Background: an optimization exercise with open tools, aiming at small area. Do not read the settings as production practice. Only simulation tests tie the RTL to the original design; equivalence was not proved. Power figures rest on the tool's default switching activity, not on a simulated workload.

`flow/design.v`:
```
`timescale 1ns/1ps
module reg_file(
    input clk,
    input [31:1] we,
    input [3:0] wdata,
    input [4:0] ra,
    input [4:0] rb,
    output [3:0] qa,
    output [3:0] qb
);
    wire [4*32-1:0] heads;
    assign heads[3:0] = 4'd0;
    genvar g;
    generate
        for (g = 1; g < 32; g = g + 1) begin : R
            reg [31:0] s;
            always @(posedge clk)
                s <= {we[g] ? wdata : s[3:0], s[31:4]};
            assign heads[g*4 +: 4] = s[3:0];
        end
    endgenerate
    assign qa = heads[ra*4 +: 4];
    assign qb = heads[rb*4 +: 4];
endmodule
`timescale 1ns/1ps
module cpu_top(
    input clk,
    input rst,
    output [31:0] imem_addr,
    input  [31:0] imem_rdata,
    output [31:0] dmem_addr,
    output [31:0] dmem_wdata,
    output        dmem_we,
    input  [31:0] dmem_rdata
);
    reg [2:0] ph;         
    reg init;             
    reg r2;               
    reg st_pend;          
    reg c;                
    reg eq;               
    reg [31:2] pc;
    reg [31:0] adr;       
    reg [31:0] wd;        
    assign imem_addr  = {pc, 2'b00};
    assign dmem_addr  = adr;
    assign dmem_wdata = wd;
    assign dmem_we    = st_pend;
    wire [31:0] ins = imem_rdata;
    wire [5:0] op  = ins[31:26];
    wire [4:0] rs  = ins[25:21];
    wire [4:0] rt  = ins[20:16];
    wire [4:0] rd  = ins[15:11];
    wire [5:0] fn  = ins[5:0];
    wire is_r    = op == 6'd0;
    wire is_lw   = op == 6'd35;
    wire is_sw   = op == 6'd43;
    wire is_beq  = op == 6'd4;
    wire is_addi = op == 6'd8;
    wire f_sub = fn == 6'h22;
    wire f_and = fn == 6'h24;
    wire f_or  = fn == 6'h25;
    wire f_xor = fn == 6'h26;
    wire f_slt = fn == 6'h2A;
    wire ph0  = ph == 3'd0;
    wire last = ph == 3'd7;
    wire [3:0] qa, qb;
    reg  [3:0] wnib;
    wire wen;
    wire [4:0] wa = is_r ? rd : rt;
    wire [31:1] we;
    wire [3:0] we_hi;
    wire [7:0] we_lo;
    genvar g;
    generate
        for (g = 0; g < 4; g = g + 1) begin : WH
            assign we_hi[g] = init | (wen & (wa[4:3] == g));
        end
        for (g = 0; g < 8; g = g + 1) begin : WL
            assign we_lo[g] = init | (wa[2:0] == g);
        end
        for (g = 1; g < 32; g = g + 1) begin : WE
            assign we[g] = we_hi[g >> 3] & we_lo[g & 7];
        end
    endgenerate
    reg_file rf(.clk(clk), .we(we), .wdata(wnib), .ra(rs), .rb(rt), .qa(qa), .qb(qb));
    wire [31:0] simm = {{16{ins[15]}}, ins[15:0]};
    wire [3:0] imm_nib = simm[ph*4 +: 4];
    wire use_imm = is_addi | is_lw | is_sw;
    wire do_sub  = is_r & (f_sub | f_slt);
    wire [3:0] a  = qa;
    wire [3:0] b0 = use_imm ? imm_nib : qb;
    wire [3:0] b  = do_sub ? ~b0 : b0;
    wire cin = ph0 ? do_sub : c;
    wire [4:0] sum = {1'b0, a} + {1'b0, b} + {4'd0, cin};
    wire [3:0] x = a ^ b0;
    reg [3:0] res;
    always @(*) begin
        if (is_r & f_and)      res = a & b0;
        else if (is_r & f_or)  res = a | b0;
        else if (is_r & f_xor) res = x;
        else                   res = sum[3:0];
    end
    wire eq_now = (ph0 | eq) & (x == 4'd0);
    wire taken  = is_beq & eq_now;
    wire need_r2 = (is_r & f_slt) | is_lw | taken;
    assign wen = ~init & (r2 ? ((is_r & f_slt) | is_lw)
                             : ((is_r & ~f_slt) | is_addi));
    always @(*) begin
        if (init)       wnib = 4'd0;
        else if (!r2)   wnib = res;
        else if (is_lw) wnib = ph0 ? dmem_rdata[3:0] : adr[3:0];
        else            wnib = {3'd0, ph0 & ~c};
    end
    wire cap = r2 & is_lw & ph0;
    wire [29:0] pc_add = (r2 & is_beq) ? simm[29:0] : 30'd0;
    always @(posedge clk) begin
        c   <= sum[4];
        eq  <= eq_now;
        adr <= {res, cap ? dmem_rdata[31:4] : adr[31:4]};
        wd  <= {qb, wd[31:4]};
    end
    always @(posedge clk or posedge rst) begin
        if (rst) begin
            ph <= 3'd0; init <= 1'b1; r2 <= 1'b0; st_pend <= 1'b0; pc <= 30'd0;
        end else begin
            ph <= ph + 3'd1;
            st_pend <= ~init & ~r2 & is_sw & last;
            if (last) begin
                init <= 1'b0;
                if (!init) begin
                    r2 <= ~r2 & need_r2;
                    if (r2 | ~need_r2)
                        pc <= pc + pc_add + 30'd1;
                end
            end
        end
    end
endmodule
```
`flow/flow/run.sh`:
```
#!/bin/bash
# The standard ORFS layout, with two changes to how it is built:
#  - port buffers are buf_1 instead of the flow's default pick;
#  - clock tree built from clkbuf_4 with smaller clusters.
# Each step's full output goes to a log of its own in this folder.
set -euo pipefail
bash standard.sh synth > synth.log 2>&1
bash standard.sh \
  "BUFFER_PORTS_ARGS=-buffer_cell sky130_fd_sc_hd__buf_1" \
  "CTS_ARGS=-sink_clustering_enable -repair_clock_nets -dont_use_dummy_load -buf_list sky130_fd_sc_hd__clkbuf_4 -sink_clustering_size 10 -sink_clustering_max_diameter 40" \
  finish > layout.log 2>&1
```
`flow/standard.sh`:
```
#!/bin/bash
# synth_recipe.tcl (not shown) runs the flow's synth.tcl, then flattens the netlist and writes it again
# the make line also repeats each setting of config.mk as NAME=value (left out here)
make -C /OpenROAD-flow-scripts/flow DESIGN_CONFIG=/design/flow/config.mk WORK_HOME=/design/flow/orfs CLKGATE_MAP_FILE= SYNTH_SCRIPT=/design/flow/synth_recipe.tcl "${@:-finish}"
```
`flow/config.mk`:
```
export PLATFORM = sky130hd
export DESIGN_NAME = cpu_top
export DESIGN_NICKNAME = cpu_top
export VERILOG_FILES = /design/flow/design.v
export SDC_FILE = /design/flow/constraint.sdc
export NUM_CORES = 4
export LEC_CHECK = 0
export CAP_MARGIN = 20
export CORE_MARGIN = 2
export CORE_UTILIZATION = 40
export SLEW_MARGIN = 20
```
`flow/constraint.sdc`:
```
create_clock -name core_clock -period 7.0 [get_ports {clk}]
set_input_delay 1.4000 -clock core_clock [delete_from_list [all_inputs] [get_ports {clk}]]
set_output_delay 1.4000 -clock core_clock [all_outputs]
set_load 0.01 [all_outputs]
```
==> flow_summary.json, run 1 <==
{
  "status": "complete, no violations",
  "yosysWarnings": 2,
  "hold_slack_ns": 0.2664,
  "drt-total-wl_um": 55430,
  "async_reset_ff_frac": 0.03291,
  "cellLeakagePower_nw": 12.96,
  "hp-class": "register to register",
  "start_util": 0.4056,
  "core-area_um2": 71850,
  "critPathLaunch": "imem_rdata[16]",
  "grt_max_degree": 37,
  "clkTransAtPathRegs_ns": 0.10,
  "skew_ns": 0.1249,
  "synthCells": 1880,
  "cts_buffers": 136,
  "fin_crit_ns": 5.339,
  "drc": 0,
  "pwr_density_cell_nw_per_um2": 285.2,
  "synth_seq_cells": 1094,
  "io_pins": 163,
  "max_freq_mhz": 187.3,
  "cts-hold-fix-buffers": 0,
  "finalPower_w": 0.009090,
  "worst_pin_slew_ns": 1.010,
  "rsz0062_at_grt": "no",
  "dr.pass1.iters": 5,
  "setup_viol": 0,
  "synth_edf_count": 0,
  "grt_overflow": 0,
  "gp_congestion": 0.8432,
  "fin_util": 0.4435,
  "die_w_um": 273.9,
  "drtIter0Drc": 795,
  "crit_cells": 15,
  "layout-drive-gt1-share": 0.1858,
  "worst-path-buf-inv": 2,
  "cts_resized": 0,
  "cts.path.max_buffers": 3,
  "drtAntennaViolNets": 0,
  "end_kind": "register",
  "num_rows": 98,
  "synth.distinct_cells": 66,
  "htreeDepth": 4,
  "cts_tree": "yes",
  "clock-sinks": 1094,
  "cts_setup_buffers": 0,
  "clk_latency_ns": 1.00,
  "slowest_stage": "mux4_2",
  "critPathTopFamily": "multiplexers",
  "dieArea_um2": 75030,
  "max-slew-margin-rel": 0.3268,
  "grt_usage": 0.1506,
  "critPathMaxFanout": 31,
  "crit_type": "input port to register",
  "seq_area_frac_synth": 0.7577,
  "slew_violations": 0,
  "critPathLaunchType": "input port",
  "cts_root_buf": "clkbuf_4",
  "numPortBuffers": 160,
  "num_vias": 14350,
  "rr_endpoint": "rf.R[11].s[30]$_DFF_P_",
  "peakVddDrop_uv": 140.7,
  "antenna_found_initial": 7,
  "r2r_cells": 14,
  "reg2reg_setup_slack_ns": 2.42,
  "finalHoldViolations": 0,
  "crit_path_end": "rf.R[11].s[30]$_DFF_P_",
  "fin_cells": 3085,
  "fp.dieH_um": 273.9,
  "synth_area_per_cell_um2": 15.50,
  "dp_hpwl_um": 38080,
  "arrival_ns": 6.16,
  "grt_first_pass_wirelength_um": 84330,
  "finalSetupTns_ns": 0,
  "crit_required_ns": 7.82,
  "layout_worst_path_cycle_share": 0.7627,
  "viasPerCell": 4.653,
  "area.growth.synth_to_final_pct": 9.355,
  "r2r_start": "rf.R[31].s[0]$_DFF_P_",
  "wl_per_cell_um": 17.97,
  "syn_area_um2": 29140,
  "slowest_delay_ns": 0.60,
  "synthFlopType": "dfxtp_1",
  "dp_cells": 2945,
  "grt_pass1_vias": 14400,
  "drv_cap": 0,
  "path_cells": "clkbuf_2 > mux4_2 > mux4_2 > mux2i_1 > a21oi_1 > xnor2_1 > fa_1 > fa_1 > xnor2_1 > a31oi_1 > o211ai_2 > nor2_1 > a211oi_4 > buf_4 > mux2_1",
  "fin_nets": 2245
}
==> cells in the mapped netlist, types with 21 or more instances <==
cell type,number,area [um^2]
dfrtp_1,35,875.8
mux4_2,76,1712
mux2_1,22,247.7
clkbuf_1,32,120.1
mux2_2,147,1655
nor2_1,22,82.58
nand2_1,78,292.8
a21oi_1,35,175.2
inv_1,21,78.83
ha_1,43,538.0
dfxtp_1,1058,21180
a21o_1,27,202.7
o21ai_0,49,245.2
==> per-layer routing <==
metal  wire length (um)  track usage  share of wire  vias to the layer above
met5                 51            0        0.00092                        -
met4               1325      0.06064          0.024                        8
met1              26580       0.2056           0.48                     6902
li1                   -            -              -                     6893
met3               3799      0.04457          0.069                      108
met2              23670       0.2241           0.43                      443
==> worst register-to-register path, delay by kind of cell, from the launching register on <==
kind,cells,cell delay [ns]
AOI/OAI and AO/OA,4,0.62
xor gates and xnor gates,2,0.36
adders and majority gates,2,0.90
buffers and inverters,1,0.26
DFF,1,0.37
muxes,4,1.69
and+or+nand+nor,1,0.20
==> logic make-up (layout without fill, tap and decap cells) <==
family	count (synthesis)	after routing	synth area share
buffers and inverters	82	332	0.01258
flip-flops	1094	1094	0.7577
AO/OA/AOI/OAI	166	166	0.03645
AND/OR/NAND/NOR	201	201	0.03452
XOR/XNOR	33	33	0.009917
multiplexers	257	257	0.1282
adder cells (fa/ha/maj)	46	46	0.02052
other	1	6	0.0001287
==> worst min path at each step <==
stage / end / from / slack, ns / depth (start not counted)
floorplan: rf.R[10].s[0]$_DFF_P_ / rf.R[10].s[4]$_DFF_P_ / 0.31 / 0
global placement: rf.R[14].s[9]$_DFF_P_ / rf.R[14].s[13]$_DFF_P_ / 0.31 / 0
detailed placement: rf.R[7].s[3]$_DFF_P_ / rf.R[7].s[7]$_DFF_P_ / 0.31 / 0
CTS: rf.R[24].s[16]$_DFF_P_ / rf.R[24].s[20]$_DFF_P_ / 0.25 / 0
global route: rf.R[27].s[18]$_DFF_P_ / rf.R[27].s[22]$_DFF_P_ / 0.27 / 0
finish: rf.R[14].s[10]$_DFF_P_ / rf.R[14].s[14]$_DFF_P_ / 0.27 / 0
==> cell usage in the layout, fill, tap and decap left out, types with 14 or more instances in the layout <==
cell,n
dfxtp_1,1058
buf_1,156
mux2_2,147
clkbuf_4,136
nand2_1,78
mux4_2,76
o21ai_0,48
ha_1,43
a21oi_1,35
dfrtp_1,35
a21o_1,27
nor2_1,22
mux2_1,22
inv_1,21
xor2_1,17
nor2b_1,16
xnor2_1,16
nand2b_1,16
and3_1,16
nand3_1,14
==> registers in the layout (all words and copies together) (netlist names) <==
| register | cells |
|---|---|
| rf.R.s | 992 |
| adr | 32 |
| wd | 32 |
| pc | 30 |
| ph | 3 |
| c | 1 |
| eq | 1 |
| init | 1 |
| r2 | 1 |
| st_pend | 1 |
==> through the flow <==
stage	instance area [um^2]	worst slack [ns]
after CTS	31860	1.741
after global routing	31860	1.450
after floorplan	29150	1.572
final	31870	1.661
after global placement	30830	0.7960
after detailed placement	30840	0.6578
==> layout make-up <==
type	instances	area [um^2]
Fill cell	6487	39980
Sequential cell	1094	22080
Multi-Input combinational cell	705	6733
Tap cell	950	1189
Clock buffer	136	1021
Timing Repair Buffer	175	755.7
Inverter	21	78.83
Antenna cell	4	10.01
==> where the power goes <==
group / internal (W) / switching [W] / total, W / leakage, nW
clock network: 0.000897 / 0.00178 / 0.00268 / 0.626
logic: 0.0000619 / 0.0000999 / 0.000162 / 3.33
registers: 0.00624 / 0.0000114 / 0.00625 / 9.01
total: 0.00719 / 0.00190 / 0.00909 / 13.0
==> inputs of run 2 (changes only) <==
==> flow/flow/run.sh (replaced) <==
#!/bin/bash
# The standard ORFS flow with three changes to how the layout is made:
#  - synthesis maps the logic with an area-oriented ABC script (flow/area.abc);
#    everything else in synthesis, flip-flop mapping included, is the standard one;
#  - port buffers are buf_1;
#  - the clock tree is built from clkbuf_4 with small clusters and no dummy loads.
# Each step's full output goes to a log of its own in this folder.
set -euo pipefail
W=$(pwd)
cat > "$W/area_synth.tcl" <<EOT
# The standard flow's synthesis script, with ABC's mapping script replaced by flow/area.abc
proc abc {args} {
  set out {}
  set skip 0
  foreach a \$args {
    if {\$skip} { set skip 0; continue }
    if {\$a eq "-script" || \$a eq "-D"} { set skip 1; continue }
    lappend out \$a
  }
  yosys abc -script $W/flow/area.abc {*}\$out
}
source $W/synth_recipe.tcl
EOT
bash standard.sh "SYNTH_SCRIPT=$W/area_synth.tcl" synth > synth.log 2>&1
bash standard.sh \
  "SYNTH_SCRIPT=$W/area_synth.tcl" \
  "BUFFER_PORTS_ARGS=-buffer_cell sky130_fd_sc_hd__buf_1" \
  "CTS_ARGS=-sink_clustering_enable -repair_clock_nets -dont_use_dummy_load -buf_list sky130_fd_sc_hd__clkbuf_4 -sink_clustering_size 10 -sink_clustering_max_diameter 40" \
  finish > layout.log 2>&1
==> flow/flow/area.abc (new file) <==
strash
&get -n
&st
&syn2
&dch -f
&nf -R 1000
&put
strash
&get -n
&st
&syn2
&dch -f
&nf -R 1000
&put
==> run 2 against run 1 <==
Against the previous run: flip-flop and latch count unchanged; sequential power increased by 3%; sequential share of layout area increased by 1.7 points; fmax decreased by 5.3%; clock power about the same; register-to-register slack got worse by 0.89 ns; final cell count increased by 7.1%; first-iteration DRC count increased by 27%; combinational power increased to 2.9 times the previous value; worst hold slack got worse by 0.046 ns; clock-buffer cell count increased by 3; worst setup slack got worse by 0.30 ns; largest cell class unchanged; highest routed layer unchanged.
==> flow_summary.json, run 2 <==
{
  "largest_register_ffs": 992,
  "critPathMaxFanout": 31,
  "synth-adder-area-share": 0.02131,
  "fin_crit_ns": 5.635,
  "end_kind": "register",
  "pwr_density_cell_nw_per_um2": 307.9,
  "synthTopCellsByArea": "dfxtp_1 (75%), o21ai_0 (3.8%), dfrtp_1 (3.1%)",
  "rsz0062_at_grt": "no",
  "core-area_um2": 69790,
  "fp.dieH_um": 268.9,
  "status": "complete, no violations",
  "synth_top_cell_area_share": 0.7545,
  "synth_top_family_by_area": "compound AO/OA/AOI/OAI gates",
  "synth.distinct_cells": 45,
  "grt_max_degree": 40,
  "dpl_worst_slack_ns": 0.4560,
  "drt-total-wl_um": 55940,
  "finalSetupTns_ns": 0,
  "numPortBuffers": 160,
  "cts_resized": 0,
  "skew_ns": 0.1154,
  "max-slew-margin-rel": 0.3290,
  "grt_usage": 0.1576,
  "drtIter0Drc": 1007,
  "die_w_um": 268.9,
  "combPwrFrac": 0.048,
  "synthCells": 2035,
  "clk_latency_ns": 0.97,
  "max_freq_mhz": 177.4,
  "yosys.area_share.xor_xnor": 0.01030,
  "cellLeakagePower_nw": 12.00,
  "switchingPower_w": 0.002165,
  "num_vias": 15460,
  "worst_pin_slew_ns": 1.007,
  "cts.path.max_buffers": 3,
  "dieArea_um2": 72310,
  "syn_area_um2": 28070,
  "drv_cap": 0,
  "clkTransAtPathRegs_ns": 0.10,
  "arrival_ns": 6.46,
  "seq_area_frac_synth": 0.7867,
  "cts_tree": "yes",
  "layout-drive-gt1-share": 0.08771,
  "reg_top3": "rf.R.s (992), adr (32), wd (32)",
  "cts-hold-fix-buffers": 0,
  "num_rows": 97,
  "synth-compound-area-share": 0.07332,
  "finalHoldViolations": 0,
  "synthTopCellsByCount": "dfxtp_1 (1058), o21ai_0 (214), nand2_1 (204), nor2_1 (100), o22ai_1 (56)",
  "peakVddDrop_uv": 147.2,
  "yosysWarnings": 2,
  "synth_area_per_cell_um2": 13.79,
  "dr.pass1.iters": 6,
  "grt_pass1_vias": 15240,
  "yosysTopAreaCell": "dfxtp_1",
  "drc": 0,
  "final_common_cell": "dfxtp_1",
  "layout_worst_path_cycle_share": 0.8051,
  "cts_root_buf": "clkbuf_4",
  "start_util": 0.4022,
  "cts_buffers": 139,
  "synthFlopType": "dfxtp_1",
  "dp_hpwl_um": 37970,
  "setup_viol": 0,
  "io_pins": 163,
  "synth_edf_count": 0,
  "mostFrequentLayoutCells": "dfxtp_1 (1058), o21ai_0 (212), nand2_1 (204), buf_1 (158), clkbuf_4 (139)",
  "synthSimpleGateAreaFrac": 0.05714,
  "grt_first_pass_wirelength_um": 85550,
  "fin_nets": 2474,
  "wl_per_cell_um": 16.94,
  "viasPerCell": 4.682,
  "p_seq_frac": 0.670,
  "synth_seq_cells": 1094,
  "yosysMostFrequentCell": "dfxtp_1",
  "area.growth.synth_to_final_pct": 10.85,
  "switching_share": 0.2260,
  "reg2reg_setup_slack_ns": 1.53,
  "crit_type": "input port to register",
  "hp-class": "register to register",
  "slew_violations": 0,
  "synth_mux_area_frac": 0.04671,
  "p_int_w": 0.007417,
  "cts_setup_buffers": 0,
  "drtAntennaViolNets": 0,
  "grt_overflow": 0,
  "antenna_found_initial": 6,
  "largest_register": "rf.R.s",
  "clock-sinks": 1094,
  "setup_ws_ns": 1.365,
  "crit_required_ns": 7.82,
  "critPathLaunchType": "input port",
  "htreeDepth": 4,
  "p_clk_frac": 0.282,
  "async_reset_ff_frac": 0.03291,
  "gp_congestion": 0.8573
}
-- run 2: cell types whose count changed in the layout (fill, tap and decap cells not counted), moves of 29 or more --
cell | before | now
clkinv_1 | 0 | 29
mux2_2 | 147 | 0
mux4_2 | 76 | 36
nand2_1 | 78 | 204
nor2_1 | 22 | 100
o21ai_0 | 48 | 212
o22ai_1 | 2 | 56
-- run 2: path summary, 6_finish.rpt --
kind / startpoint / end / cells after the start
min: rf.R[20].s[21]$_DFF_P_ / rf.R[20].s[17]$_DFF_P_ / 0
max in group asynchronous: rst / pc[24]$_DFFE_PP0P_ / 3
max reg2reg: r2$_DFFE_PP0P_ / pc[31]$_DFFE_PP0P_ / 24
max: imem_rdata[17] / rf.R[1].s[30]$_DFF_P_ / 20
min in group asynchronous: rst / ph[0]$_DFF_PP0_ / 3
min reg2reg: rf.R[20].s[21]$_DFF_P_ / rf.R[20].s[17]$_DFF_P_ / 0
-- run 2: power by group through the flow --
stage	clock (W)	combinational, W	sequential, W
floorplan	0	0.000185	0.00658
global placement	0	0.000461	0.00656
detailed placement	0	0.000463	0.00656
CTS	0.00286	0.000464	0.00642
global route	0.00310	0.000512	0.00643
finish	0.00270	0.000462	0.00642
-- run 2: metrics by stage --
stage	instance area [um^2]	hold WS [ns]	util	instances	total power (W)
3_5_place_dp	30050	0.3121	0.4306	3160	0.007025
3_3_place_gp	30050	0.3095	0.4306	3160	0.007018
5_1_grt	31110	0.2216	0.4458	3302	0.01005
4_1_cts	31090	0.2100	0.4456	3299	0.009741
2_1_floorplan	28070	0.3096	-	2036	0.006765
6_report	31120	0.2209	0.4459	3303	0.009582
-- run 2: final cells by class --
type	count	area, um^2
fillers	6410	38670
flip-flops and latches	1094	22080
multi-input cells	911	5884
well taps	940	1176
clock buffers	139	1044
repair buffers	187	813.3
inverters	29	108.9
diodes	3	7.507
-- run 2: critical path: stages --
cell	delay [ns]
buf_1	0.20
or2_1	0.59
buf_4	0.30
o22ai_1	0.09
nor3_1	0.16
nor2_1	0.10
o21ai_0	0.33
o21ai_0	0.35
a22o_1	0.37
xor2_1	0.17
fa_1	0.46
fa_1	0.40
nor2b_1	0.14
o21ai_0	0.17
o21ai_0	0.12
o221ai_1	0.25
a21oi_1	0.10
or2_1	0.22
buf_4	0.27
o21ai_0	0.24
-- run 2: cells by family after synthesis --
| family | after synthesis |
|---|---|
| fa+ha+maj | 46 |
| other cells | 1 |
| buf+inv | 31 |
| flops | 1094 |
| simple gates | 380 |
| mux | 82 |
| xor+xnor | 33 |
| compound gates | 368 |
-- run 2: metal layers --
| layer | vias up | part of all wire | wire, um | global-route usage |
|---|---|---|---|---|
| met2 | 562 | 0.44 | 24360 | 0.2439 |
| met3 | 131 | 0.074 | 4132 | 0.04758 |
| li1 | 7523 | - | - | - |
| met4 | 8 | 0.030 | 1654 | 0.06562 |
| met1 | 7239 | 0.46 | 25740 | 0.2055 |
| met5 | - | 0.00079 | 44 | 0 |
==> inputs of run 3 (changes only) <==
--- a/flow/design.v
+++ b/flow/design.v
@@ -104,4 +104,3 @@
     wire eq_now = (ph0 | eq) & (x == 4'd0);
-    wire taken  = is_beq & eq_now;
-    wire need_r2 = (is_r & f_slt) | is_lw | taken;
+    wire need_r2 = (is_r & f_slt) | is_lw | is_beq;
     assign wen = ~init & (r2 ? ((is_r & f_slt) | is_lw)
@@ -115,6 +114,7 @@
     wire cap = r2 & is_lw & ph0;
-    wire [29:0] pc_add = (r2 & is_beq) ? simm[29:0] : 30'd0;
+    wire pc_en = last & ~init & (r2 | ~need_r2);
+    wire [29:0] pc_add = (pc_en & r2 & is_beq & eq) ? simm[29:0] : 30'd0;
     always @(posedge clk) begin
         c   <= sum[4];
-        eq  <= eq_now;
+        if (!r2) eq <= eq_now;
         adr <= {res, cap ? dmem_rdata[31:4] : adr[31:4]};
@@ -128,9 +128,7 @@
             st_pend <= ~init & ~r2 & is_sw & last;
+            pc <= pc + pc_add + {29'd0, pc_en};
             if (last) begin
                 init <= 1'b0;
-                if (!init) begin
+                if (!init)
                     r2 <= ~r2 & need_r2;
-                    if (r2 | ~need_r2)
-                        pc <= pc + pc_add + 30'd1;
-                end
             end
==> flow/flow/area.abc (replaced) <==
strash
&get -n
&st
&syn2
&dch -f
&nf -R 1000
&put
strash
&get -n
&st
&syn2
&dch -f
&put
amap -m
--- a/flow/config.mk
+++ b/flow/config.mk
@@ -9,3 +9,3 @@
 export CORE_MARGIN = 2
-export CORE_UTILIZATION = 40
+export CORE_UTILIZATION = 65
 export SLEW_MARGIN = 20
==> run 3 against run 2 <==
Against the previous run: global-route usage rose by 12 points; design area fell by 2.5%; combinational power rose by 55%; fmax fell by 8.6%; die area fell by 39%; core utilization rose by 28 points; sequential share of layout area rose by 1.8 points; power rose by 3.4%; largest cell class unchanged; largest power group unchanged.
==> flow_summary.json, run 3 <==
{
  "grt_first_pass_wirelength_um": 92250,
  "synthTopCellsByCount": "dfxtp_1 (1057), clkinv_1 (159), o21ai_0 (133), o22ai_1 (132), nand2_1 (104)",
  "multi_input_area_um2": 5059,
  "peakVddDrop_uv": 268.5,
  "dieArea_um2": 44340,
  "slowest_stage": "or4_1",
  "synthCells": 2069,
  "hp-class": "register to register",
  "gp_congestion": 0.8789,
  "cts_resized": 0,
  "grt_usage": 0.2781,
  "max-slew-margin-rel": 0.3293,
  "reg_top3": "rf.R.s (992), adr (32), wd (32)",
  "slowest_delay_ns": 0.59,
  "pwr_density_cell_nw_per_um2": 326.3,
  "clk_latency_ns": 0.87,
  "met2_usage": 0.4253,
  "critPathLaunch": "imem_rdata[26]",
  "met1_usage": 0.3734,
  "dr.pass1.iters": 6,
  "drt-total-wl_um": 60910,
  "synth_edf_count": 1,
  "clkTransAtPathRegs_ns": 0.08,
  "synth_seq_cells": 1094,
  "cts_setup_buffers": 0,
  "dpl_worst_slack_ns": 0.08863,
  "grt_overflow": 0,
  "fill_cells": 2810,
  "status": "complete, no violations",
  "synth.distinct_cells": 47,
  "min_from": "rf.R[12].s[31]$_DFF_P_",
  "cts_tree": "yes",
  "start_util": 0.6598,
  "arrival_ns": 6.84,
  "grt_pass1_vias": 16490,
  "num_vias": 16600,
  "cts_buffers": 135,
  "largest_register": "rf.R.s",
  "crit_type": "input port to register",
  "drtAntennaViolNets": 0,
  "cellLeakagePower_nw": 11.91,
  "mostFrequentLayoutCells": "dfxtp_1 (1057), clkinv_1 (159), buf_1 (159), clkbuf_4 (135), o22ai_1 (132)",
  "yosysTopAreaCell": "dfxtp_1",
  "core-area_um2": 42040,
  "dp_hpwl_um": 40720,
  "crit_cells": 29,
  "synth_area_per_cell_um2": 13.41,
  "worst_pin_slew_ns": 0.9956,
  "worst-path-buf-inv": 5,
  "regArea_um2": 22090,
  "dp_cells": 2803,
  "layout-drive-gt1-share": 0.07420,
  "critPathMostFrequentCell": "nor2_1",
  "rsz0062_at_grt": "no",
  "cts.path.max_buffers": 3,
  "largest_register_ffs": 992,
  "max_freq_mhz": 162.1,
  "crit_required_ns": 7.67,
  "skew_ns": 0.1155,
  "drv_cap": 0,
  "end_kind": "register",
  "async_reset_ff_frac": 0.03291,
  "syn_area_um2": 27740,
  "io_pins": 163,
  "critPathMaxFanout": 4,
  "finalSetupTns_ns": 0,
  "grt_max_degree": 59,
  "drc": 0,
  "fp.dieH_um": 210.6,
  "wl_per_cell_um": 20.72,
  "grt_util_met3": 0.07166,
  "fin_nets": 2513,
  "htreeDepth": 4,
  "yosysWarnings": 2,
  "cts-hold-fix-buffers": 0,
  "critPathLaunchType": "input port",
  "setup_ws_ns": 0.8312,
  "synthTopCellsByArea": "dfxtp_1 (76%), dfrtp_1 (3.2%), o22ai_1 (3.0%)",
  "r2r_cells": 26,
  "finalHoldViolations": 0,
  "fin_cells": 2940,
  "num_rows": 75,
  "viasPerCell": 5.645,
  "clock-sinks": 1094,
  "critPathTopFamily": "compound AO/OA/AOI/OAI gates",
  "slew_violations": 0,
  "antenna_found_initial": 2,
  "fin_crit_ns": 6.169,
  "numPortBuffers": 160,
  "min_path_cells": 0,
  "drtIter0Drc": 1636,
  "seq_area_frac_synth": 0.7965,
  "cts_root_buf": "clkbuf_4",
  "layout_worst_path_cycle_share": 0.8813,
  "die_w_um": 210.6,
  "area.growth.synth_to_final_pct": 9.424,
  "setup_viol": 0,
  "busiest_layer": "met2",
  "final_common_cell": "dfxtp_1",
  "yosysMostFrequentCell": "dfxtp_1",
  "synthFlopType": "dfxtp_1",
  "r2r_start": "init$_DFFE_PP1N_",
  "synth_top_cell_area_share": 0.7629
}
==> run 3: changes by cell type after synthesis, moves of 13 or more <==
| cell | before | now |
|---|---|---|
| clkinv_1 | 29 | 159 |
| nand2_1 | 204 | 104 |
| o21ai_0 | 214 | 133 |
| o22ai_1 | 56 | 132 |
| mux4_2 | 36 | 0 |
| o221ai_1 | 2 | 36 |
| mux2_1 | 32 | 0 |
| a221oi_1 | 1 | 32 |
| o22a_1 | 0 | 30 |
| xor2_1 | 19 | 0 |
| and2_0 | 17 | 0 |
| mux2i_1 | 14 | 0 |
| xnor2_1 | 14 | 0 |
| or2_0 | 7 | 20 |
==> run 3: report_power, final <==
part	internal [W]	switching (W)
registers	0.00643	0.0000951
logic	0.000247	0.000470
clock network	0.000891	0.00177
total	0.00757	0.00233
==> run 3: routing by layer <==
metal	vias up	routed length [um]	part of all wire
li1	7836	-	-
met1	7781	26680	0.44
met2	787	26720	0.44
met3	191	5036	0.083
met4	0	2476	0.041
met5	-	0	0
==> run 3: logic make-up (layout without fill, tap and decap cells) <==
kind of cell / count (synthesis) / in the layout / synth area share
AOI/OAI and AO/OA: 498 / 498 / 0.1181
adders and majority gates: 46 / 46 / 0.02183
buffers and inverters: 161 / 490 / 0.02206
DFF: 1094 / 1094 / 0.7965
other: 1 / 4 / 0.0001352
and+or+nand+nor: 269 / 269 / 0.04137
==> run 3: worst paths after layout <==
kind	slack, ns	end
max in group asynchronous	5.94	init$_DFFE_PP1N_
setup / recovery	0.83	pc[31]$_DFF_PP0_
hold / removal	0.27	rf.R[12].s[27]$_DFF_P_
hold reg to reg	0.27	rf.R[12].s[27]$_DFF_P_
setup reg to reg	1.39	pc[28]$_DFF_PP0_
min in group asynchronous	0.64	pc[2]$_DFF_PP0_
==> run 3: cell type report <==
class | count | share of cell area
Clock buffer | 135 | 0.03339
Inverter | 159 | 0.01966
Timing Repair Buffer | 196 | 0.02997
Tap cell | 539 | 0.02222
Multi-Input combinational cell | 815 | 0.1667
Sequential cell | 1094 | 0.7279
Antenna cell | 2 | 0.0001649
==> run 3: per-stage QoR <==
stage,cell area [um^2],total power (W),util,hold WS [ns]
4_1_cts,30350,0.009970,0.7218,0.2648
3_3_place_gp,29330,0.007353,0.6977,0.3097
2_1_floorplan,27740,0.006994,-,0.3096
3_5_place_dp,29330,0.007370,0.6977,0.3121
6_report,30350,0.009904,0.7219,0.2687
5_1_grt,30350,0.01029,0.7219,0.2674
==> inputs of run 4 (changes only) <==
==> flow/flow/area.abc (replaced) <==
strash
&get -n
&st
&syn2
&dch -f
&nf -R 1000
&put
strash
&get -n
&st
&syn2
&dch -f
&nf -R 1000
&put
==> run 4 against run 3 <==
Against the previous run: still clean; combinational power down 31%; design area about the same; sequential power down 1%; die area up 0.41%; clock power about the same; final cell count down 3.8%; sequential share of layout area about the same; fmax up 8.4%; power down 3.4%; synthesized area up 0.42%; worst hold slack better by 0.0051 ns; critical path type unchanged; critical endpoint unchanged.
==> flow_summary.json, run 4 <==
{
  "rsz0062_at_grt": "no",
  "placed_area_um2": 29340,
  "largest_register": "rf.R.s",
  "status": "complete, no violations",
  "dieArea_um2": 44520,
  "finalHoldViolations": 0,
  "drtIter0Drc": 1207,
  "critPathMostFrequentCell": "nand2_1",
  "cellLeakagePower_nw": 12.02,
  "reg2reg_setup_slack_ns": 1.53,
  "synthFlopType": "dfxtp_1",
  "crit_cells": 28,
  "grt_overflow": 0,
  "r2r_cells": 26,
  "layout-drive-gt1-share": 0.08760,
  "crit_required_ns": 7.83,
  "pwr_density_cell_nw_per_um2": 315.2,
  "wl_per_cell_um": 18.43,
  "antenna_found_initial": 3,
  "htreeDepth": 4,
  "synth-compound-area-share": 0.06460,
  "cts-hold-fix-buffers": 0,
  "synth_area_per_cell_um2": 14.13,
  "drtAntennaViolNets": 0,
  "async_reset_ff_frac": 0.03291,
  "synth_seq_cells": 1094,
  "fin_crit_ns": 5.691,
  "grt_first_pass_wirelength_um": 79670,
  "fin_nets": 2397,
  "synthCells": 1971,
  "cts_setup_buffers": 0,
  "clk_latency_ns": 0.94,
  "start_util": 0.6611,
  "slowest_delay_ns": 0.47,
  "hold_slack_ns": 0.2737,
  "worst_pin_slew_ns": 1.074,
  "max-slew-margin-rel": 0.2843,
  "yosys.area_share.xor_xnor": 0.01101,
  "mostFrequentLayoutCells": "dfxtp_1 (1057), nand2_1 (179), o21ai_0 (179), buf_1 (158), clkbuf_4 (133)",
  "yosysMostFrequentCell": "dfxtp_1",
  "drc": 0,
  "finalSetupTns_ns": 0,
  "clock-sinks": 1094,
  "synth_top_family_by_area": "compound AO/OA/AOI/OAI gates",
  "hp-class": "register to register",
  "dp_hpwl_um": 34680,
  "critPathLaunchType": "input port",
  "worst-path-buf-inv": 2,
  "numPortBuffers": 160,
  "regArea_um2": 22090,
  "synthTopCellsByArea": "dfxtp_1 (76%), mux4_2 (3.3%), o21ai_0 (3.3%)",
  "setup_viol": 0,
  "crit_type": "input port to register",
  "setup_ws_ns": 1.309,
  "area.growth.synth_to_final_pct": 8.980,
  "min_from": "rf.R[3].s[11]$_DFF_P_",
  "fp.dieH_um": 211.0,
  "rr_endpoint": "pc[31]$_DFF_PP0_",
  "cts_buffers": 133,
  "num_vias": 14930,
  "grt_max_degree": 39,
  "cts_root_buf": "clkbuf_4",
  "slowest_stage": "a2111oi_0",
  "finalPower_w": 0.009568,
  "cts_resized": 0,
  "multi_input_area_um2": 5648,
  "slew_violations": 0,
  "synthSimpleGateAreaFrac": 0.05656,
  "peakVddDrop_uv": 263.6,
  "synth-adder-area-share": 0.02174,
  "synth_edf_count": 1,
  "cts.path.max_buffers": 3,
  "yosysWarnings": 2,
  "synth.distinct_cells": 51,
  "core-area_um2": 42130,
  "r2r_start": "ph[0]$_DFF_PP0_",
  "drt-total-wl_um": 52100,
  "fill_cells": 2875,
  "reg_top3": "rf.R.s (992), adr (32), wd (32)",
  "io_pins": 163,
  "die_w_um": 211.0,
  "viasPerCell": 5.280,
  "drv_cap": 0,
  "skew_ns": 0.07299,
  "yosysTopAreaCell": "dfxtp_1",
  "synth_top_cell_area_share": 0.7597,
  "syn_area_um2": 27850,
  "min_path_cells": 0,
  "gp_congestion": 0.9263,
  "synthTopCellsByCount": "dfxtp_1 (1057), o21ai_0 (182), nand2_1 (179), nor2_1 (91), o22ai_1 (57)",
  "dpl_worst_slack_ns": 0.4643,
  "grt_pass1_vias": 14890,
  "dr.pass1.iters": 5,
  "layout_worst_path_cycle_share": 0.8130,
  "largest_register_ffs": 992,
  "synth_mux_area_frac": 0.04820,
  "grt_usage": 0.2403,
  "seq_area_frac_synth": 0.7932,
  "fin_area_um2": 30350,
  "clkTransAtPathRegs_ns": 0.09,
  "hold_end": "rf.R[3].s[7]$_DFF_P_",
  "critPathMaxFanout": 5,
  "arrival_ns": 6.52,
  "num_rows": 75,
  "final_common_cell": "dfxtp_1",
  "end_kind": "register",
  "max_freq_mhz": 175.7,
  "critPathTopFamily": "compound AO/OA/AOI/OAI gates",
  "cts_tree": "yes"
}
[run 4: kinds of logic after synthesis]
family / Yosys count
fa+ha+maj: 46
xor+xnor: 35
simple gates: 360
compound gates: 324
mux: 79
other cells: 1
buf+inv: 32
flops: 1094
[run 4: worst max-delay path by stage]
stage	from	endpoint
after floorplan	imem_rdata[17]	rf.R[10].s[29]$_DFF_P_
after global placement	imem_rdata[27]	pc[31]$_DFF_PP0_
after detailed placement	imem_rdata[27]	pc[31]$_DFF_PP0_
after CTS	imem_rdata[27]	pc[31]$_DFF_PP0_
after global routing	imem_rdata[27]	pc[31]$_DFF_PP0_
final	imem_rdata[27]	pc[31]$_DFF_PP0_
[run 4: final cells by class]
| cell class | instances | share of cell area |
|---|---|---|
| Sequential cell | 1094 | 0.7278 |
| Multi-Input combinational cell | 846 | 0.1861 |
| Clock buffer | 133 | 0.03289 |
| Timing Repair Buffer | 180 | 0.02688 |
| Tap cell | 539 | 0.02222 |
| Inverter | 30 | 0.003710 |
| Antenna cell | 5 | 0.0004122 |
[run 4: stage by stage]
stage / cells / utilization
detailed placement: 2689 / 0.6964
CTS: 2822 / 0.7201
finish: 2827 / 0.7204
global route: 2824 / 0.7202
global placement: 2689 / 0.6964
floorplan: 1972 / -
[run 4: power breakdown]
part | total (W) | internal [W] | switching [W]
combinational | 0.000497 | 0.000168 | 0.000328
clock | 0.00263 | 0.000879 | 0.00175
sequential | 0.00644 | 0.00637 | 0.0000706
[run 4: layer usage]
layer,share of wire,vias to the layer above,GRT usage
li1,-,7249,-
met5,0,-,0
met3,0.063,132,0.05813
met1,0.46,7001,0.3269
met2,0.45,545,0.3640
met4,0.032,0,0.1190
==> inputs of run 5 (changes only) <==
--- a/flow/config.mk
+++ b/flow/config.mk
@@ -9,3 +9,3 @@
 export CORE_MARGIN = 2
-export CORE_UTILIZATION = 65
+export CORE_UTILIZATION = 72
 export SLEW_MARGIN = 20
==> run 5 against run 4 <==
Against the previous run: synthesized cell count unchanged; design area down 0.24%; worst hold slack worse by 0.0044 ns; die area down 9.5%; clock skew up 0.011 ns; clock power down 2%.
==> flow_summary.json, run 5 <==
{
  "drc": 0,
  "largest_register": "rf.R.s",
  "slew_violations": 0,
  "fp.dieH_um": 200.7,
  "yosys.area_share.xor_xnor": 0.01101,
  "crit_required_ns": 7.77,
  "cts_root_buf": "clkbuf_4",
  "gp_congestion": 0.9106,
  "synthCells": 1971,
  "cts_buffers": 131,
  "largest_register_ffs": 992,
  "drtAntennaViolNets": 0,
  "antenna_found_initial": 7,
  "yosysMostFrequentCell": "dfxtp_1",
  "r2r_start": "ph[0]$_DFF_PP0_",
  "cts_resized": 0,
  "cellLeakagePower_nw": 12.00,
  "cts_tree": "yes",
  "dieArea_um2": 40270,
  "finalSetupTns_ns": 0,
  "fin_crit_ns": 5.723,
  "synthTopCellsByCount": "dfxtp_1 (1057), o21ai_0 (182), nand2_1 (179), nor2_1 (91), o22ai_1 (57)",
  "synth_seq_cells": 1094,
  "worst_pin_slew_ns": 1.097,
  "grt_max_degree": 39,
  "synth-adder-area-share": 0.02174,
  "area.growth.synth_to_final_pct": 8.715,
  "numPortBuffers": 160,
  "hp-class": "register to register",
  "critPathMostFrequentCell": "nand2_1",
  "seq_area_frac_synth": 0.7932,
  "rr_endpoint": "pc[31]$_DFF_PP0_",
  "fill_cells": 2313,
  "htreeDepth": 4,
  "cts-hold-fix-buffers": 0,
  "syn_area_um2": 27850,
  "slowest_stage": "a2111oi_0",
  "clk_latency_ns": 0.87,
  "pwr_density_cell_nw_per_um2": 315.1,
  "synth_mux_area_frac": 0.04820,
  "synth-compound-area-share": 0.06460,
  "io_pins": 163,
  "setup_viol": 0,
  "synth_top_cell_area_share": 0.7597,
  "layout_worst_path_cycle_share": 0.8176,
  "dr.pass1.iters": 6,
  "drv_cap": 0,
  "min_from": "rf.R[16].s[22]$_DFF_P_",
  "peakVddDrop_uv": 241.7,
  "end_kind": "register",
  "finalPower_w": 0.009541,
  "synth_edf_count": 1,
  "synth_area_per_cell_um2": 14.13,
  "dp_cells": 2669,
  "start_util": 0.7258,
  "r2r_cells": 25,
  "synth.distinct_cells": 51,
  "crit_type": "input port to register",
  "min_path_cells": 0,
  "wl_per_cell_um": 18.94,
  "skew_ns": 0.08394,
  "grt_pass1_vias": 15610,
  "finalHoldViolations": 0,
  "drtIter0Drc": 1164,
  "fin_util": 0.7890,
  "critPathMaxFanout": 5,
  "layout-drive-gt1-share": 0.08720,
  "reg2reg_setup_slack_ns": 1.37,
  "die_w_um": 200.7,
  "viasPerCell": 5.415,
  "hold_slack_ns": 0.2693,
  "drt-total-wl_um": 53120,
  "num_vias": 15190,
  "rsz0062_at_grt": "no",
  "synth_top_family_by_area": "compound AO/OA/AOI/OAI gates",
  "hold_end": "rf.R[16].s[18]$_DFF_P_",
  "yosysWarnings": 2,
  "clkTransAtPathRegs_ns": 0.10,
  "status": "complete, no violations",
  "dp_hpwl_um": 35480,
  "mostFrequentLayoutCells": "dfxtp_1 (1057), nand2_1 (179), o21ai_0 (179), buf_1 (158), clkbuf_4 (131)",
  "fin_cells": 2804,
  "slowest_delay_ns": 0.48,
  "final_common_cell": "dfxtp_1",
  "synthSimpleGateAreaFrac": 0.05656,
  "max_freq_mhz": 174.7,
  "clock-sinks": 1094,
  "grt_overflow": 0,
  "async_reset_ff_frac": 0.03291,
  "critPathLaunchType": "input port",
  "core-area_um2": 38380,
  "fin_nets": 2396,
  "arrival_ns": 6.50,
  "max-slew-margin-rel": 0.2686,
  "cts.path.max_buffers": 3,
  "cts_setup_buffers": 0,
  "yosysTopAreaCell": "dfxtp_1",
  "num_rows": 72,
  "synthTopCellsByArea": "dfxtp_1 (76%), mux4_2 (3.3%), o21ai_0 (3.3%)",
  "reg_top3": "rf.R.s (992), adr (32), wd (32)",
  "grt_usage": 0.2692,
  "grt_first_pass_wirelength_um": 82880,
  "synthFlopType": "dfxtp_1"
}
run 5: cell counts after synthesis:
No cell type changed its count.
run 5: area by class of cell:
class	instances	area, um^2	share of cell area
Clock buffer	131	983.4	0.03248
Multi-Input combinational cell	846	5648	0.1865
Timing Repair Buffer	181	785.8	0.02595
Tap cell	518	648.1	0.02140
Inverter	30	112.6	0.003719
Sequential cell	1094	22090	0.7296
Antenna cell	4	10.01	0.0003306
run 5: kinds of logic after synthesis:
group | after synthesis
AO/OA/AOI/OAI | 324
XOR/XNOR | 35
adder cells (fa/ha/maj) | 46
buffers and inverters | 32
flip-flops | 1094
multiplexers | 79
other | 1
AND/OR/NAND/NOR | 360
run 5: report_power, final:
part	switching, W	internal (W)	leakage, nW
Sequential	0.0000756	0.00637	9.03
Clock	0.00173	0.000866	0.603
Combinational	0.000338	0.000165	2.36
Total	0.00214	0.00740	12.0
run 5: how the worst max path moves through the flow:
stage	cells after the start	to	from
global route	28	pc[31]$_DFF_PP0_	imem_rdata[27]
CTS	28	pc[31]$_DFF_PP0_	imem_rdata[27]
finish	28	pc[31]$_DFF_PP0_	imem_rdata[27]
global placement	28	pc[31]$_DFF_PP0_	imem_rdata[27]
detailed placement	28	pc[31]$_DFF_PP0_	imem_rdata[27]
floorplan	15	rf.R[10].s[29]$_DFF_P_	imem_rdata[17]
run 5: critical path: cells and delay by family:
family	cells	cell delay [ns]
compound gates	9	2.33
fa+ha+maj	1	0.23
xor+xnor	1	0.18
simple gates	15	2.15
buf+inv	2	0.21
run 5: per-stage QoR:
stage	setup slack [ns]	area [um^2]
6_report	1.277	30280
5_1_grt	0.8120	30280
4_1_cts	1.392	30270
3_5_place_dp	0.4918	29290
3_3_place_gp	0.6352	29290
2_1_floorplan	0.4103	27860
run 5: metal layers:
layer | up-vias | GRT usage | routed length, um
li1 | 7262 | - | -
met3 | 132 | 0.07175 | 4039
met1 | 7168 | 0.3638 | 23430
met5 | - | 0 | 23
met4 | 4 | 0.1201 | 1703
met2 | 619 | 0.4142 | 23920
==> inputs of run 6 (changes only) <==
--- a/flow/flow/run.sh
+++ b/flow/flow/run.sh
@@ -27,3 +27,3 @@
   "BUFFER_PORTS_ARGS=-buffer_cell sky130_fd_sc_hd__buf_1" \
-  "CTS_ARGS=-sink_clustering_enable -repair_clock_nets -dont_use_dummy_load -buf_list sky130_fd_sc_hd__clkbuf_4 -sink_clustering_size 10 -sink_clustering_max_diameter 40" \
+  "CTS_ARGS=-sink_clustering_enable -repair_clock_nets -dont_use_dummy_load -buf_list sky130_fd_sc_hd__clkbuf_4 -sink_clustering_size 12 -sink_clustering_max_diameter 45" \
   finish > layout.log 2>&1
--- a/flow/config.mk
+++ b/flow/config.mk
@@ -9,3 +9,3 @@
 export CORE_MARGIN = 2
-export CORE_UTILIZATION = 72
+export CORE_UTILIZATION = 65
 export SLEW_MARGIN = 20
==> run 6 against run 5 <==
Against the previous run: still clean on timing, DRC and antenna; register-to-register slack better by 0.13 ns; worst setup slack got worse by 0.052 ns; synthesized cell count unchanged; flip-flop and latch count unchanged; routed wire length down 3.2%; clock power decreased by 8%; die area grew 11%; power shrank 2.2%; critical path type unchanged; highest routed layer is now met4.
==> flow_summary.json, run 6 <==
{
  "worst_pin_slew_ns": 1.064,
  "critPathMostFrequentCell": "nand2_1",
  "peakVddDrop_uv": 270.5,
  "grt_pass1_vias": 14540,
  "grt_overflow": 0,
  "grt_usage": 0.2344,
  "grt_first_pass_wirelength_um": 78770,
  "reg_top3": "rf.R.s (992), adr (32), wd (32)",
  "final_common_cell": "dfxtp_1",
  "numPortBuffers": 160,
  "fin_area_um2": 30150,
  "cts.path.max_buffers": 3,
  "end_kind": "register",
  "synth_area_per_cell_um2": 14.13,
  "r2r_start": "ph[0]$_DFF_PP0_",
  "yosysTopAreaCell": "dfxtp_1",
  "min_from": "rf.R[19].s[14]$_DFF_P_",
  "largest_register_ffs": 992,
  "num_vias": 14780,
  "skew_ns": 0.09929,
  "dieArea_um2": 44520,
  "clock-sinks": 1094,
  "viasPerCell": 5.280,
  "synthCells": 1971,
  "drtIter0Drc": 1217,
  "wl_per_cell_um": 18.37,
  "drtAntennaViolNets": 0,
  "dp_hpwl_um": 34680,
  "antenna_found_initial": 3,
  "slowest_stage": "a2111oi_0",
  "largest_register": "rf.R.s",
  "yosysWarnings": 2,
  "critPathLaunch": "imem_rdata[27]",
  "core-area_um2": 42130,
  "finalHoldViolations": 0,
  "finalSetupTns_ns": 0,
  "critPathMaxFanout": 5,
  "drt-total-wl_um": 51420,
  "worst-path-buf-inv": 2,
  "slowest_delay_ns": 0.47,
  "dr.pass1.iters": 6,
  "cellLeakagePower_nw": 11.89,
  "cts_setup_buffers": 0,
  "synth_top_cell_area_share": 0.7597,
  "crit_type": "input port to register",
  "slew_violations": 0,
  "drv_cap": 0,
  "cts_buffers": 106,
  "crit_required_ns": 7.73,
  "die_w_um": 211.0,
  "rsz0062_at_grt": "no",
  "layout-drive-gt1-share": 0.07668,
  "placed_area_um2": 29340,
  "cts-hold-fix-buffers": 0,
  "synthTopCellsByArea": "dfxtp_1 (76%), mux4_2 (3.3%), o21ai_0 (3.3%)",
  "fin_nets": 2370,
  "seq_area_frac_synth": 0.7932,
  "num_rows": 75,
  "fin_util": 0.7155,
  "hp-class": "register to register",
  "fin_cells": 2799,
  "htreeDepth": 3,
  "async_reset_ff_frac": 0.03291,
  "start_util": 0.6611,
  "clkTransAtPathRegs_ns": 0.11,
  "drc": 0,
  "synth_seq_cells": 1094,
  "synthTopCellsByCount": "dfxtp_1 (1057), o21ai_0 (182), nand2_1 (179), nor2_1 (91), o22ai_1 (57)",
  "status": "complete, no violations",
  "fin_crit_ns": 5.775,
  "synth.distinct_cells": 51,
  "yosysMostFrequentCell": "dfxtp_1",
  "synthFlopType": "dfxtp_1",
  "clk_latency_ns": 0.88,
  "cts_root_buf": "clkbuf_4",
  "dp_cells": 2689,
  "gp_congestion": 0.9263,
  "fp.dieH_um": 211.0,
  "layout_worst_path_cycle_share": 0.8249,
  "grt_max_degree": 39,
  "synth_edf_count": 1,
  "pwr_density_cell_nw_per_um2": 309.4,
  "io_pins": 163,
  "syn_area_um2": 27850,
  "cts_tree": "yes",
  "area.growth.synth_to_final_pct": 8.243,
  "cts_resized": 0,
  "arrival_ns": 6.50,
  "critPathLaunchType": "input port",
  "mostFrequentLayoutCells": "dfxtp_1 (1057), nand2_1 (179), o21ai_0 (179), buf_1 (158), clkbuf_4 (106)",
  "max_freq_mhz": 173.2,
  "max-slew-margin-rel": 0.2907,
  "critPathTopFamily": "compound AO/OA/AOI/OAI gates",
  "setup_viol": 0
}
==> run 6: cell types whose count changed in the layout (fill, tap and decap cells not counted), sizes merged <==
cell    delta
clkbuf    -25
buf        -1
==> run 6: worst paths after layout <==
path	slack [ns]	depth (start not counted)	end
setup reg to reg	1.50	26	pc[31]$_DFF_PP0_
min in group asynchronous	0.61	3	pc[30]$_DFF_PP0_
max in group asynchronous	5.97	3	pc[2]$_DFF_PP0_
hold / removal	0.27	0	rf.R[19].s[10]$_DFF_P_
hold reg to reg	0.27	0	rf.R[19].s[10]$_DFF_P_
setup / recovery	1.23	28	pc[31]$_DFF_PP0_
==> run 6: cell type report <==
class                      count  area (um^2)
sequential                  1094        22090
fill                        2879        11990
multi-input combinational    846         5648
timing repair buffer         180        815.8
clock buffer                 106        795.8
tap                          539        674.4
inverter                      30        112.6
antenna                        4        10.01
==> run 6: worst reg2reg max path, stage by stage (launching register included) <==
cell	delay, ns
dfrtp_1	0.56
ha_1	0.22
ha_1	0.17
nor2b_1	0.29
nand3_1	0.11
nor2_1	0.12
buf_4	0.20
nand2_1	0.11
clkinv_1	0.07
ha_1	0.21
nor2b_1	0.12
o21ai_0	0.18
nand2b_1	0.12
nand3_1	0.10
nand2_1	0.08
nand3_1	0.11
a31oi_1	0.13
and3_1	0.21
a211o_1	0.31
a21oi_1	0.21
nor2_1	0.06
a211oi_1	0.41
o31ai_1	0.20
a41oi_1	0.37
nor3_1	0.11
a2111oi_0	0.47
xor2_1	0.19
==> run 6: through the flow <==
| step | hold slack (ns) | setup WS [ns] | total power [W] |
|---|---|---|---|
| finish | 0.2740 | 1.225 | 0.009329 |
| global route | 0.2715 | 0.6453 | 0.009702 |
| CTS | 0.2788 | 1.315 | 0.009424 |
| detailed placement | 0.3121 | 0.4643 | 0.007082 |
| global placement | 0.3095 | 0.5802 | 0.007070 |
| floorplan | 0.3096 | 0.4103 | 0.006809 |
==> run 6: logic make-up (layout without fill, tap and decap cells) <==
family          Yosys count  count (layout)  synth area share
compound gates          324             324           0.06460
xor+xnor                 35              35           0.01101
fa+ha+maj                46              46           0.02174
buf+inv                  32             316          0.004582
flops                  1094            1094            0.7932
mux                      79              79           0.04820
other cells               1               6         0.0001346
simple gates            360             360           0.05656
==> run 6: where the power goes <==
part	total, W	leakage, nW	switching (W)	internal (W)
registers	0.00644	9.03	0.0000700	0.00637
clock network	0.00239	0.488	0.00169	0.000697
logic	0.000496	2.37	0.000328	0.000168
==> run 6: routing by layer <==
layer / up-vias / GRT usage / wire length (um)
li1: 7195 / - / -
met1: 6983 / 0.3291 / 24250
met2: 498 / 0.3666 / 22810
met3: 102 / 0.05025 / 3075
met4: 0 / 0.07795 / 1281
met5: - / 0 / 0
==> inputs of run 7 (changes only) <==
--- a/flow/flow/run.sh
+++ b/flow/flow/run.sh
@@ -27,3 +27,3 @@
   "BUFFER_PORTS_ARGS=-buffer_cell sky130_fd_sc_hd__buf_1" \
-  "CTS_ARGS=-sink_clustering_enable -repair_clock_nets -dont_use_dummy_load -buf_list sky130_fd_sc_hd__clkbuf_4 -sink_clustering_size 12 -sink_clustering_max_diameter 45" \
+  "CTS_ARGS=-sink_clustering_enable -dont_use_dummy_load -buf_list sky130_fd_sc_hd__clkbuf_4 -sink_clustering_size 10 -sink_clustering_max_diameter 40" \
   finish > layout.log 2>&1
==> run 7 against run 6 <==
Against the previous run: still clean on timing, DRC and antenna; flip-flop and latch count stayed put; power is 2.6% higher; synthesized area did not move; final cell count is 1.0% higher; critical path depth is the same; routed wire length grew 1.3%; clock power increased by about 10%; register-to-register slack better by 0.03 ns; non-clock buffer count unchanged; sequential power is essentially flat; via count up 1.0%; worst setup slack improved by 0.083 ns; highest routed layer unchanged.
==> flow_summary.json, run 7 <==
{
  "async_reset_ff_frac": 0.03291,
  "crit_type": "input port to register",
  "fin_util": 0.7204,
  "num_rows": 75,
  "finalSetupTns_ns": 0,
  "min_path_cells": 0,
  "fp.dieH_um": 211.0,
  "reg2reg_setup_slack_ns": 1.53,
  "r2r_cells": 26,
  "p_seq_frac": 0.673,
  "num_vias": 14930,
  "seq_area_frac_synth": 0.7932,
  "rsz0062_at_grt": "no",
  "combPwrFrac": 0.052,
  "r2r_start": "ph[0]$_DFF_PP0_",
  "gp_congestion": 0.9263,
  "largest_register": "rf.R.s",
  "cts_tree": "yes",
  "slowest_stage": "a2111oi_0",
  "cts_setup_buffers": 0,
  "switching_share": 0.2248,
  "drtAntennaViolNets": 0,
  "die_w_um": 211.0,
  "synthTopCellsByArea": "dfxtp_1 (76%), mux4_2 (3.3%), o21ai_0 (3.3%)",
  "reg_top3": "rf.R.s (992), adr (32), wd (32)",
  "io_pins": 163,
  "start_util": 0.6611,
  "drc": 0,
  "skew_ns": 0.07299,
  "critPathMostFrequentCell": "nand2_1",
  "worst_pin_slew_ns": 1.074,
  "htreeDepth": 4,
  "wl_per_cell_um": 18.43,
  "cts_root_buf": "clkbuf_4",
  "cts.path.max_buffers": 3,
  "p_clk_frac": 0.275,
  "max-slew-margin-rel": 0.2843,
  "peakVddDrop_uv": 263.6,
  "clk_latency_ns": 0.94,
  "finalHoldViolations": 0,
  "synth_edf_count": 1,
  "grt_max_degree": 39,
  "switchingPower_w": 0.002151,
  "synth_area_per_cell_um2": 14.13,
  "drt-total-wl_um": 52100,
  "synthCells": 1971,
  "hold_slack_ns": 0.2737,
  "clkTransAtPathRegs_ns": 0.09,
  "slew_violations": 0,
  "cellLeakagePower_nw": 12.02,
  "cts_resized": 0,
  "hp-class": "register to register",
  "syn_area_um2": 27850,
  "dp_hpwl_um": 34680,
  "area.growth.synth_to_final_pct": 8.980,
  "largest_register_ffs": 992,
  "critPathMaxFanout": 5,
  "dr.pass1.iters": 5,
  "synthFlopType": "dfxtp_1",
  "max_freq_mhz": 175.7,
  "synth_top_cell_area_share": 0.7597,
  "rr_endpoint": "pc[31]$_DFF_PP0_",
  "mostFrequentLayoutCells": "dfxtp_1 (1057), nand2_1 (179), o21ai_0 (179), buf_1 (158), clkbuf_4 (133)",
  "viasPerCell": 5.280,
  "min_from": "rf.R[3].s[11]$_DFF_P_",
  "fin_crit_ns": 5.691,
  "fill_cells": 2875,
  "core-area_um2": 42130,
  "crit_required_ns": 7.83,
  "grt_usage": 0.2403,
  "synth_seq_cells": 1094,
  "status": "complete, no violations",
  "synthTopCellsByCount": "dfxtp_1 (1057), o21ai_0 (182), nand2_1 (179), nor2_1 (91), o22ai_1 (57)",
  "drtIter0Drc": 1207,
  "dieArea_um2": 44520,
  "yosysWarnings": 2,
  "grt_first_pass_wirelength_um": 79670,
  "setup_viol": 0,
  "arrival_ns": 6.52,
  "slowest_delay_ns": 0.47,
  "antenna_found_initial": 3,
  "cts_buffers": 133,
  "fin_nets": 2397,
  "yosysMostFrequentCell": "dfxtp_1",
  "finalPower_w": 0.009568,
  "layout_worst_path_cycle_share": 0.8130,
  "p_int_w": 0.007417,
  "drv_cap": 0,
  "grt_overflow": 0,
  "critPathLaunchType": "input port",
  "yosysTopAreaCell": "dfxtp_1",
  "grt_pass1_vias": 14890,
  "final_common_cell": "dfxtp_1",
  "synth.distinct_cells": 51,
  "clock-sinks": 1094,
  "numPortBuffers": 160,
  "end_kind": "register",
  "hold_end": "rf.R[3].s[7]$_DFF_P_",
  "layout-drive-gt1-share": 0.08760,
  "pwr_density_cell_nw_per_um2": 315.2,
  "cts-hold-fix-buffers": 0
}
[run 7: cell counts after synthesis]
Identical to the previous run, type by type.
[run 7: final cells by class]
| cell class | count | area [um^2] | share of cell area |
|---|---|---|---|
| antenna | 5 | 12.51 | 0.0004122 |
| clock buffer | 133 | 998.5 | 0.03289 |
| inverter | 30 | 112.6 | 0.003710 |
| multi-input combinational | 846 | 5648 | 0.1861 |
| sequential | 1094 | 22090 | 0.7278 |
| tap | 539 | 674.4 | 0.02222 |
| timing repair buffer | 180 | 815.8 | 0.02688 |
[run 7: cells by family after synthesis]
kind of cell               Yosys count  synth area share
buffers and inverters               32          0.004582
and+or+nand+nor                    360           0.05656
adders and majority gates           46           0.02174
xor gates and xnor gates            35           0.01101
other                                1         0.0001346
DFF                               1094            0.7932
AOI/OAI and AO/OA                  324           0.06460
muxes                               79           0.04820
[run 7: layer usage]
layer	part of all wire	vias to the layer above	track usage	wire [um]
met1	0.46	7001	0.3269	23970
met2	0.45	545	0.3640	23190
met4	0.032	0	0.1190	1654
li1	-	7249	-	-
met3	0.063	132	0.05813	3286
met5	0	-	0	0
[run 7: critical path: cells and delay by family]
kind | cells | cell delay (ns)
AOI/OAI and AO/OA | 9 | 2.34
xor gates and xnor gates | 1 | 0.19
adders and majority gates | 1 | 0.23
buffers and inverters | 2 | 0.20
and+or+nand+nor | 15 | 2.13
[run 7: power by group through the flow]
stage / Clock (W) / Sequential (W) / Combinational (W)
after CTS: 0.00274 / 0.00644 / 0.000498
after detailed placement: 0 / 0.00659 / 0.000496
final: 0.00263 / 0.00644 / 0.000497
after global routing: 0.00298 / 0.00646 / 0.000540
after floorplan: 0 / 0.00661 / 0.000199
after global placement: 0 / 0.00658 / 0.000491
[run 7: worst max path at each step]
| stage | startpoint | end | slack [ns] | cells past startpoint |
|---|---|---|---|---|
| floorplan | imem_rdata[17] | rf.R[10].s[29]$_DFF_P_ | 0.41 | 15 |
| global placement | imem_rdata[27] | pc[31]$_DFF_PP0_ | 0.58 | 28 |
| detailed placement | imem_rdata[27] | pc[31]$_DFF_PP0_ | 0.46 | 28 |
| CTS | imem_rdata[27] | pc[31]$_DFF_PP0_ | 1.43 | 28 |
| global route | imem_rdata[27] | pc[31]$_DFF_PP0_ | 0.75 | 28 |
| finish | imem_rdata[27] | pc[31]$_DFF_PP0_ | 1.31 | 28 |
[run 7: per-stage QoR]
step	std cells	setup slack, ns	instance area [um^2]
floorplan	1972	0.4103	27860
global placement	2689	0.5802	29340
detailed placement	2689	0.4643	29340
CTS	2822	1.433	30340
global route	2824	0.7515	30350
finish	2827	1.309	30350
==> inputs of run 8 (changes only) <==
--- a/flow/flow/run.sh
+++ b/flow/flow/run.sh
@@ -5,3 +5,3 @@
 #  - port buffers are buf_1;
-#  - the clock tree is built from clkbuf_4 with small clusters and no dummy loads.
+#  - the clock tree is built from clkbuf_8 and no dummy loads.
 # Each step's full output goes to a log of its own in this folder.
@@ -27,3 +27,3 @@
   "BUFFER_PORTS_ARGS=-buffer_cell sky130_fd_sc_hd__buf_1" \
-  "CTS_ARGS=-sink_clustering_enable -dont_use_dummy_load -buf_list sky130_fd_sc_hd__clkbuf_4 -sink_clustering_size 10 -sink_clustering_max_diameter 40" \
+  "CTS_ARGS=-sink_clustering_enable -repair_clock_nets -dont_use_dummy_load -buf_list sky130_fd_sc_hd__clkbuf_8 -sink_clustering_size 20 -sink_clustering_max_diameter 50" \
   finish > layout.log 2>&1
--- a/flow/config.mk
+++ b/flow/config.mk
@@ -9,3 +9,3 @@
 export CORE_MARGIN = 2
-export CORE_UTILIZATION = 65
+export CORE_UTILIZATION = 40
 export SLEW_MARGIN = 20
==> run 8 against run 7 <==
Against the previous run: still clean; clock skew grew 0.043 ns; register-to-register slack gained 0.05 ns; power grew 2.0%; sequential share of layout area shrank 1.5 points; via count shrank 2.2%; routed wire length grew 4.5%; fmax shrank 3.9%; synthesized cell count is the same; clock power grew 6%; critical path type unchanged; largest cell class unchanged; highest routed layer is now met5.
==> flow_summary.json, run 8 <==
{
  "slowest_delay_ns": 0.50,
  "crit_type": "input port to register",
  "cellLeakagePower_nw": 12.01,
  "num_rows": 96,
  "critPathTopFamily": "compound AO/OA/AOI/OAI gates",
  "num_vias": 14590,
  "numPortBuffers": 160,
  "grt_overflow": 0,
  "yosysTopAreaCell": "dfxtp_1",
  "dieArea_um2": 71760,
  "layout_worst_path_cycle_share": 0.8462,
  "finalHoldViolations": 0,
  "pwr_density_cell_nw_per_um2": 314.9,
  "die_w_um": 267.9,
  "reg_top3": "rf.R.s (992), adr (32), wd (32)",
  "cts.path.max_buffers": 3,
  "synth_seq_cells": 1094,
  "fill_cells": 6160,
  "largest_register": "rf.R.s",
  "yosysMostFrequentCell": "dfxtp_1",
  "cts-hold-fix-buffers": 0,
  "synth_edf_count": 1,
  "fin_nets": 2347,
  "setup_ws_ns": 1.076,
  "antenna_found_initial": 8,
  "clock-sinks": 1094,
  "grt_max_degree": 39,
  "crit_required_ns": 7.58,
  "htreeDepth": 3,
  "status": "complete, no violations",
  "viasPerCell": 4.611,
  "io_pins": 163,
  "grt_usage": 0.1512,
  "peakVddDrop_uv": 177.9,
  "cts_setup_buffers": 0,
  "drtIter0Drc": 865,
  "synthTopCellsByCount": "dfxtp_1 (1057), o21ai_0 (182), nand2_1 (179), nor2_1 (91), o22ai_1 (57)",
  "max_freq_mhz": 168.8,
  "setup_viol": 0,
  "dp_hpwl_um": 36660,
  "end_kind": "register",
  "dpl_worst_slack_ns": 0.4358,
  "drc": 0,
  "start_util": 0.4047,
  "wl_per_cell_um": 17.20,
  "worst_pin_slew_ns": 1.005,
  "drt-total-wl_um": 54450,
  "clk_latency_ns": 0.69,
  "critPathLaunchType": "input port",
  "rsz0062_at_grt": "no",
  "clkTransAtPathRegs_ns": 0.11,
  "max-slew-margin-rel": 0.3301,
  "largest_register_ffs": 992,
  "drtAntennaViolNets": 0,
  "multi_input_area_um2": 5648,
  "synth.distinct_cells": 51,
  "regArea_um2": 22090,
  "area.growth.synth_to_final_pct": 11.27,
  "grt_first_pass_wirelength_um": 82880,
  "cts_tree": "yes",
  "drv_cap": 0,
  "grt_pass1_vias": 14520,
  "synthTopCellsByArea": "dfxtp_1 (76%), mux4_2 (3.3%), o21ai_0 (3.3%)",
  "finalSetupTns_ns": 0,
  "seq_area_frac_synth": 0.7932,
  "synthFlopType": "dfxtp_1",
  "synth_area_per_cell_um2": 14.13,
  "arrival_ns": 6.51,
  "critPathMaxFanout": 5,
  "worst-path-buf-inv": 2,
  "synthCells": 1971
}
==> run 8: changes by cell type in the layout (fill, tap and decap cells not counted), sizes merged <==
| cell | delta |
|---|---|
| clkbuf | -52 |
| diode | -4 |
| buf | +2 |
==> run 8: area by class of cell <==
type                       count  area share
tap                          931     0.03759
inverter                      30    0.003634
sequential                  1094      0.7129
clock buffer                  81     0.03597
multi-input combinational    846      0.1822
timing repair buffer         182     0.02762
antenna                        1  0.00008075
==> run 8: stage by stage <==
stage               instance area, um^2  instances  power [W]  hold slack (ns)
floorplan                         27860       1972   0.006809           0.3096
global placement                  29870       3083   0.007102           0.3096
detailed placement                29870       3083   0.007110           0.3121
CTS                               30990       3164   0.009876           0.2393
global route                      30990       3164    0.01016           0.2368
finish                            30990       3165   0.009760           0.2432
==> run 8: cells by family after synthesis <==
logic type,after synthesis,share of synthesized area
buffers and inverters,32,0.004582
AOI/OAI and AO/OA,324,0.06460
DFF,1094,0.7932
other,1,0.0001346
muxes,79,0.04820
xor gates and xnor gates,35,0.01101
and+or+nand+nor,360,0.05656
adders and majority gates,46,0.02174
==> run 8: worst reg2reg max path, stage by stage, from the launching register on <==
cell	delay (ns)
dfrtp_1	0.51
ha_1	0.20
ha_1	0.17
nor2b_1	0.29
nand3_1	0.12
nor2_1	0.11
buf_4	0.20
nand2_1	0.13
clkinv_1	0.08
ha_1	0.21
nor2b_1	0.12
o21ai_0	0.15
nand2b_1	0.11
nand3_1	0.10
nand2_1	0.08
nand3_1	0.11
a31oi_1	0.13
and3_1	0.20
a211o_1	0.31
a21oi_1	0.22
nor2_1	0.07
a211oi_1	0.40
o31ai_1	0.19
a41oi_1	0.32
nor3_1	0.10
a2111oi_0	0.50
xor2_1	0.20
==> run 8: worst paths after layout <==
path | start | endpoint | slack, ns | depth (start not counted)
min in group asynchronous | rst | ph[1]$_DFF_PP0_ | 0.79 | 3
setup reg to reg | ph[1]$_DFF_PP0_ | pc[31]$_DFF_PP0_ | 1.58 | 26
max in group asynchronous | rst | init$_DFFE_PP1N_ | 5.80 | 3
hold / removal | rf.R[16].s[10]$_DFF_P_ | rf.R[16].s[6]$_DFF_P_ | 0.24 | 0
hold reg to reg | rf.R[16].s[10]$_DFF_P_ | rf.R[16].s[6]$_DFF_P_ | 0.24 | 0
setup / recovery | imem_rdata[27] | pc[31]$_DFF_PP0_ | 1.08 | 28
==> run 8: metal layers <==
metal / wire [um] / track usage / share of wire / up-vias
met5: 77 / 0 / 0.0014 / -
met2: 23140 / 0.2318 / 0.42 / 433
met4: 1706 / 0.06462 / 0.031 / 14
met3: 3610 / 0.03665 / 0.066 / 122
met1: 25910 / 0.2045 / 0.48 / 6926
li1: - / - / - / 7099
==> run 8: power by group <==
group	total, W	switching [W]	internal, W	leakage, nW
Combinational	0.000518	0.000343	0.000175	2.39
Sequential	0.00645	0.0000759	0.00637	9.03
Clock	0.00279	0.00176	0.00104	0.582

Setup slack of run 8, layout unchanged: 1.076 ns with ideal ports, 1.110 ns with driving cells assumed (clock clkbuf_16, inputs buf_2), 0.419 ns with port delays also shifted by the 0.691 ns mid clock arrival.
